This is an optimization exercise on Yosys and OpenROAD, whose aim is small area, not a production implementation.
Function was checked by simulation only, so behaviour that the tests miss may differ from the original.
The clock port is modelled as an ideal driver, which makes a skipped or thinned clock tree look cheaper than it is; a real chip needs a root buffer or a tree.
Power is estimated from default activity; no workload was simulated.

Setup of violet:
## Top_UART
module Top_UART(
    input wire i_clk,
    input wire i_reset,
    input wire i_rx,
    output wire o_tx,
    output wire [7:0] operando_A, operando_B
);
    reg [8:0] bcnt;
    wire tick = bcnt[0] & ~bcnt[2] & ~bcnt[5] & bcnt[6] & bcnt[7] & ~bcnt[8];
    always @(posedge i_clk)
        if (i_reset | tick) bcnt <= 9'd17;
        else                bcnt <= {~bcnt[7:0], bcnt[8] ^ bcnt[1]};
    reg        ridle;
    reg [3:0]  rt;
    reg [9:0]  rsn;
    wire rseg    = tick & (rt == 4'd15);
    wire rx_done = ~ridle & rseg & ~rsn[0] & i_rx;
    wire [7:0] rbyte = ~rsn[9:2];
    always @(posedge i_clk) begin
        if (i_reset)
            ridle <= 1'b1;
        else if (ridle) begin
            if (~i_rx) ridle <= 1'b0;
        end else if (rseg & ~rsn[0])
            ridle <= 1'b1;
    end
    always @(posedge i_clk) begin
        if (ridle) begin
            rt  <= 4'd8;
            rsn <= 10'b01_1111_1111;
        end else begin
            if (tick) rt <= rt + 4'd1;
            if (rseg) rsn <= {~i_rx, rsn[9:1]};
        end
    end
    reg [1:0] ist;           
    reg [7:0] ra, rb;
    always @(posedge i_clk)
        if (i_reset)      ist <= 2'd0;
        else if (rx_done) ist <= {ist[0], ~(ist[1] | ist[0])};
    wire [7:0] rdat = ~(rsn[9:2] | {8{i_reset}});
    always @(posedge i_clk) begin
        if (i_reset | (rx_done & (ist == 2'd0))) ra <= rdat;
        if (i_reset | (rx_done & (ist == 2'd1))) rb <= rdat;
    end
    assign operando_A = ra;
    assign operando_B = rb;
    wire load = rx_done & ist[1];
  ...
For scale: about 220 cells after synthesis, about 55 flip-flops, ~2200 um^2 of cells after synthesis.
export LEC_CHECK = 0
export CAP_MARGIN = 20
export CORE_MARGIN = 2
export CORE_UTILIZATION = 40
export SLEW_MARGIN = 20
create_clock -name core_clock -period 10.0 [get_ports {i_clk}]
standard.sh (not shown) runs the stock make flow with config.mk's settings and CLKGATE_MAP_FILE= SYNTH_SCRIPT=/design/flow/synth_recipe.tcl, a recipe that flattens the netlist after the stock synthesis.
==> flow/flow/run.sh <==
#!/bin/bash
# The standard layout (standard.sh) with these changes:
#  - synthesis is the standard flow's own script, except that the one ABC call that maps
#    the logic is run with several area-oriented ABC scripts (flow/abc_*.abc)
#    and the smallest result is kept (flow/abc_override.tcl), and adders are
#    left to ABC instead of being mapped to full/half-adder cells first;
#    registers are mapped before ABC, as in the standard synthesis;
#  - port buffers are the smallest buffer (buf_1);
#  - after CTS, its tree is replaced by 4 clkbuf_8 driven straight from the
#    clock port, each driving one balanced cluster of flip-flops (flow/clock_tree.tcl).
set -euo pipefail
here=$(pwd)
export FLOW_DIR=$here
export FLOW_CLK_K=4
export FLOW_CLK_BUF=sky130_fd_sc_hd__clkbuf_8
export FLOW_ABC_SCRIPTS="$(ls $here/flow/abc_*.abc | tr '\n' ' ')"
{ head -n 1 synth_recipe.tcl; cat flow/abc_override.tcl; tail -n +2 synth_recipe.tcl; } > flow_synth.tcl
bash standard.sh \
  SYNTH_SCRIPT=$here/flow_synth.tcl \
  ADDER_MAP_FILE= \
  "BUFFER_PORTS_ARGS=-buffer_cell sky130_fd_sc_hd__buf_1" \
  "CTS_ARGS=-sink_clustering_enable -repair_clock_nets -dont_use_dummy_load -buf_list sky130_fd_sc_hd__clkbuf_8" \
  POST_CTS_TCL=$here/flow/clock_tree.tcl \
  finish > flow_standard.log 2>&1
==> flow/flow/abc_e4.abc <==
strash
ifraig
dch
amap
==> flow/flow/abc_e7.abc <==
strash
refactor
rewrite
dch
amap
==> flow/flow/abc_g4.abc <==
&get -n
&st
&syn2
&deepsyn -T 20 -S 3
&put
strash
dch
amap
==> flow/flow/abc_h1.abc <==
&get -n
&st
&syn2
&deepsyn -T 20 -S 1
&put
strash
dch
amap
==> flow/flow/abc_h2.abc <==
&get -n
&st
&syn2
&deepsyn -T 20 -S 2
&put
strash
dch
amap
==> flow/flow/abc_h4.abc <==
&get -n
&st
&syn2
&deepsyn -T 20 -S 4
&put
strash
dch
amap
==> flow/flow/abc_i2.abc <==
&get -n
&st
&syn2
&deepsyn -T 20 -S 2
&dch
&nf -R 1000
&put
==> flow/flow/abc_i3.abc <==
&get -n
&st
&syn2
&deepsyn -T 20 -S 3
&dch
&nf -R 1000
&put
==> flow/flow/clock_tree.tcl <==
# Replace the clock tree built by CTS with FLOW_CLK_K buffers driven straight
# from the clock port, each driving one cluster of the clock sinks (k-means on
# the sink locations, balanced), placed at its cluster's centre.
set block [ord::get_db_block]
set clk_port_net [$block findNet i_clk]
set bufs {}
foreach inst [$block getInsts] {
  set m [[$inst getMaster] getName]
  if {[string match "sky130_fd_sc_hd__clkbuf_*" $m] && [string match "clkbuf_*" [$inst getName]]} {
    lappend bufs [$inst getName]
  }
}
puts "flow: removing clock tree buffers: $bufs"
if {[llength $bufs] > 0} { remove_buffers {*}$bufs }
set pts {}
foreach it [$clk_port_net getITerms] {
  set inst [$it getInst]
  set bb [$inst getBBox]
  set x [expr {([$bb xMin] + [$bb xMax]) / 2.0}]
  set y [expr {([$bb yMin] + [$bb yMax]) / 2.0}]
  lappend pts [list [$inst getName] [[$it getMTerm] getName] $x $y]
}
set k $::env(FLOW_CLK_K)
set n [llength $pts]
# initial centres: sinks spread by sorted x+y
set sorted [lsort -real -index 2 $pts]
set cs {}
for {set i 0} {$i < $k} {incr i} {
  set p [lindex $sorted [expr {int(($i + 0.5) * $n / $k)}]]
  lappend cs [list [lindex $p 2] [lindex $p 3]]
}
# k-means with balanced clusters: each cluster takes at most ceil(n/k) sinks;
# sinks are assigned in order of how much they prefer their nearest centre
set cap [expr {($n + $k - 1) / $k}]
for {set iter 0} {$iter < 50} {incr iter} {
  set order {}
  foreach p $pts {
    set ds {}
    for {set i 0} {$i < $k} {incr i} {
      set c [lindex $cs $i]
      lappend ds [list $i [expr {abs([lindex $p 2] - [lindex $c 0]) + abs([lindex $p 3] - [lindex $c 1])}]]
    }
    set ds [lsort -real -index 1 $ds]
    set regret [expr {[llength $ds] > 1 ? [lindex $ds 1 1] - [lindex $ds 0 1] : 0}]
    lappend order [list $regret $p $ds]
  }
  set order [lsort -real -decreasing -index 0 $order]
  set groups {}
  set cnt {}
  for {set i 0} {$i < $k} {incr i} { lappend groups {}; lappend cnt 0 }
  foreach e $order {
    set p [lindex $e 1]
    foreach d [lindex $e 2] {
      set i [lindex $d 0]
      if {[lindex $cnt $i] < $cap} {
        lset groups $i [concat [lindex $groups $i] [list $p]]
        lset cnt $i [expr {[lindex $cnt $i] + 1}]
        break
      }
    }
  }
  set cs {}
  foreach g $groups {
    set sx 0; set sy 0
    foreach p $g { set sx [expr {$sx + [lindex $p 2]}]; set sy [expr {$sy + [lindex $p 3]}] }
    set m [llength $g]
    if {$m == 0} { set m 1 }
    lappend cs [list [expr {$sx / $m}] [expr {$sy / $m}]]
  }
}
set dbu [$block getDbUnitsPerMicron]
for {set i 0} {$i < $k} {incr i} {
  set g [lindex $groups $i]
  if {[llength $g] == 0} continue
  set pins {}
  foreach p $g { lappend pins [get_pins "[lindex $p 0]/[lindex $p 1]"] }
  set c [lindex $cs $i]
  set cx [expr {[lindex $c 0] / $dbu}]; set cy [expr {[lindex $c 1] / $dbu}]
  set ib [insert_buffer -buffer_cell $::env(FLOW_CLK_BUF) -net i_clk -load_pins $pins -location [list $cx $cy] -buffer_name clkleaf_$i -net_name clkleaf_$i]
  set bi [$block findInst [get_full_name $ib]]
  puts "flow: buffer [$bi getName] [[$bi getMaster] getName] drives [llength $g] sinks at $cx $cy"
  foreach it [$bi getITerms] {
    if {[$it isOutputSignal]} { [$it getNet] setSigType CLOCK }
  }
}
$clk_port_net setSigType CLOCK
detailed_placement
check_placement -verbose
estimate_parasitics -placement
Other scripts of this flow, unchanged in this note and not shown: flow/flow/abc_a2.abc, flow/flow/abc_b5.abc, flow/flow/abc_d1.abc, flow/flow/abc_d3.abc, flow/flow/abc_d4.abc, flow/flow/abc_d6.abc, flow/flow/abc_d7.abc, flow/flow/abc_override.tcl
#### Input delta (ember over violet)
- GPL_TIMING_DRIVEN now 0, previously not set
### Flow results
Re part of the total power dissipated in combinational logic: violet was higher than ember. Of ember and violet, it is ember that has the higher post-layout minimum cycle time. Higher total of fill cells in the finished design among violet and ember: violet. ember vs. violet: total internal power ~0 delta; power density of the placed cells +about 1%; total power +0.0013 mW. | peak per-stage delay on the critical path | higher: ember |. In the flow results for violet and ember, the clock power is larger on ember. ember vs violet — finished layout cell area dropped slightly.
The inputs of amber differ from those of ember as listed below.
- a deleted GPL_TIMING_DRIVEN that had been 0
--- a/flow/flow/run.sh
+++ b/flow/flow/run.sh
@@ -8,5 +8,5 @@
 #  - port buffers are the smallest buffer (buf_1);
 #  - after CTS, its tree is replaced by 4 clkbuf_8 driven straight from the
-#    clock port, each driving one balanced cluster of flip-flops (flow/clock_tree.tcl).
+#    clock port, each driving one cluster of flip-flops (flow/clock_tree.tcl).
 set -euo pipefail
 here=$(pwd)
--- a/flow/flow/clock_tree.tcl
+++ b/flow/flow/clock_tree.tcl
@@ -1,5 +1,5 @@
 # Replace the clock tree built by CTS with FLOW_CLK_K buffers driven straight
 # from the clock port, each driving one cluster of the clock sinks (k-means on
-# the sink locations, balanced), placed at its cluster's centre.
+# the sink locations), placed at its cluster's centre.
 set block [ord::get_db_block]
 set clk_port_net [$block findNet i_clk]
@@ -30,33 +30,15 @@
   lappend cs [list [lindex $p 2] [lindex $p 3]]
 }
-# k-means with balanced clusters: each cluster takes at most ceil(n/k) sinks;
-# sinks are assigned in order of how much they prefer their nearest centre
-set cap [expr {($n + $k - 1) / $k}]
 for {set iter 0} {$iter < 50} {incr iter} {
-  set order {}
+  set groups {}
+  for {set i 0} {$i < $k} {incr i} { lappend groups {} }
   foreach p $pts {
-    set ds {}
+    set best 0; set bd 1e30
     for {set i 0} {$i < $k} {incr i} {
       set c [lindex $cs $i]
-      lappend ds [list $i [expr {abs([lindex $p 2] - [lindex $c 0]) + abs([lindex $p 3] - [lindex $c 1])}]]
+      set d [expr {abs([lindex $p 2] - [lindex $c 0]) + abs([lindex $p 3] - [lindex $c 1])}]
+      if {$d < $bd} { set bd $d; set best $i }
     }
-    set ds [lsort -real -index 1 $ds]
-    set regret [expr {[llength $ds] > 1 ? [lindex $ds 1 1] - [lindex $ds 0 1] : 0}]
-    lappend order [list $regret $p $ds]
-  }
-  set order [lsort -real -decreasing -index 0 $order]
-  set groups {}
-  set cnt {}
-  for {set i 0} {$i < $k} {incr i} { lappend groups {}; lappend cnt 0 }
-  foreach e $order {
-    set p [lindex $e 1]
-    foreach d [lindex $e 2] {
-      set i [lindex $d 0]
-      if {[lindex $cnt $i] < $cap} {
-        lset groups $i [concat [lindex $groups $i] [list $p]]
-        lset cnt $i [expr {[lindex $cnt $i] + 1}]
-        break
-      }
-    }
+    lset groups $best [concat [lindex $groups $best] [list $p]]
   }
   set cs {}
removed: flow/flow/abc_e4.abc
removed: flow/flow/abc_e7.abc
removed: flow/flow/abc_g4.abc
removed: flow/flow/abc_h1.abc
removed: flow/flow/abc_h2.abc
removed: flow/flow/abc_h4.abc
removed: flow/flow/abc_i2.abc
removed: flow/flow/abc_i3.abc
[summary]
- Each of the runs, namely amber and ember, reached the end of the flow and came out clean.
- ember vs amber, layer carrying the most global-route usage: met1 vs met2
- The faster design of the two is amber; ember tops out lower.
- Combinational family with the most area after synthesis: compound AO/OA/AOI/OAI gates -> ember, simple AND/OR/NAND/NOR gates -> amber
- The total non-filler cell area in the finished layout of amber exceeds that of ember by about 1.4%.
- Starting density of the core, amber and ember: larger value in amber
- For ember, the most frequent standard cell in the layout excluding fill and tap cells was nor2_1, unlike amber, where it was dfxtp_1.
- Diff ember -> amber: sum of routed wire length over all layers higher, reported net switching power higher.
--- input diff amber..pepper ---
--- a/flow/flow/run.sh
+++ b/flow/flow/run.sh
@@ -7,11 +7,8 @@
 #    registers are mapped before ABC, as in the standard synthesis;
 #  - port buffers are the smallest buffer (buf_1);
-#  - after CTS, its tree is replaced by 4 clkbuf_8 driven straight from the
-#    clock port, each driving one cluster of flip-flops (flow/clock_tree.tcl).
+#  - clock tree: small buffers without dummy loads.
 set -euo pipefail
 here=$(pwd)
 export FLOW_DIR=$here
-export FLOW_CLK_K=4
-export FLOW_CLK_BUF=sky130_fd_sc_hd__clkbuf_8
 export FLOW_ABC_SCRIPTS="$(ls $here/flow/abc_*.abc | tr '\n' ' ')"
 { head -n 1 synth_recipe.tcl; cat flow/abc_override.tcl; tail -n +2 synth_recipe.tcl; } > flow_synth.tcl
@@ -21,4 +18,3 @@
   "BUFFER_PORTS_ARGS=-buffer_cell sky130_fd_sc_hd__buf_1" \
   "CTS_ARGS=-sink_clustering_enable -repair_clock_nets -dont_use_dummy_load -buf_list sky130_fd_sc_hd__clkbuf_8" \
-  POST_CTS_TCL=$here/flow/clock_tree.tcl \
   finish > flow_standard.log 2>&1
Results
- In the metrics for pepper and amber, the one carrying the higher fill cell total of the finished layout is amber.
- amber has higher worst setup margin than pepper.
- Per the comparison of pepper with amber, wire length of the first global-routing pass moved up, routed wire length shrank by 77 um, cell area after layout shows an increase of 14 um^2, final period demand of the worst path up 0.026 ns, violation count after the first detailed-routing iteration now sits lower.

-- re-timing with driven ports --
In the flow no input, the clock included, has a driving cell. The finished layouts below were timed again as built, in two steps.
Step 1 (the two cells are an assumption about what drives the block):
set clk [get_ports {i_clk}]
set_driving_cell -lib_cell sky130_fd_sc_hd__clkbuf_16 $clk
set_driving_cell -lib_cell sky130_fd_sc_hd__buf_2 [delete_from_list [all_inputs] $clk]
Step 2 moves the port delays by t, midway between the first and last clock arrival at a register: inputs arrive t later, outputs are due t later. That takes back most of the time a late clock gives input paths.
Three values: ideal, step 1, step 2; two values: the first two.
run	t, ns	setup WS [ns]	slew at the worst register clock pin (ns)
violet	0.194	6.568 / 6.568 / 6.568	0.08 / 0.08
ember	0.195	6.420 / 6.420 / 6.257	0.09 / 0.09
amber	0.199	6.439 / 6.439 / 6.373	0.11 / 0.11
pepper	0.315	6.413 / 6.413 / 6.389	0.09 / 0.09
After both steps every run listed still meets setup and hold. For ember, which loses most, drivers alone change the setup slack by 0.000 ns; drivers and shift together by -0.163 ns.
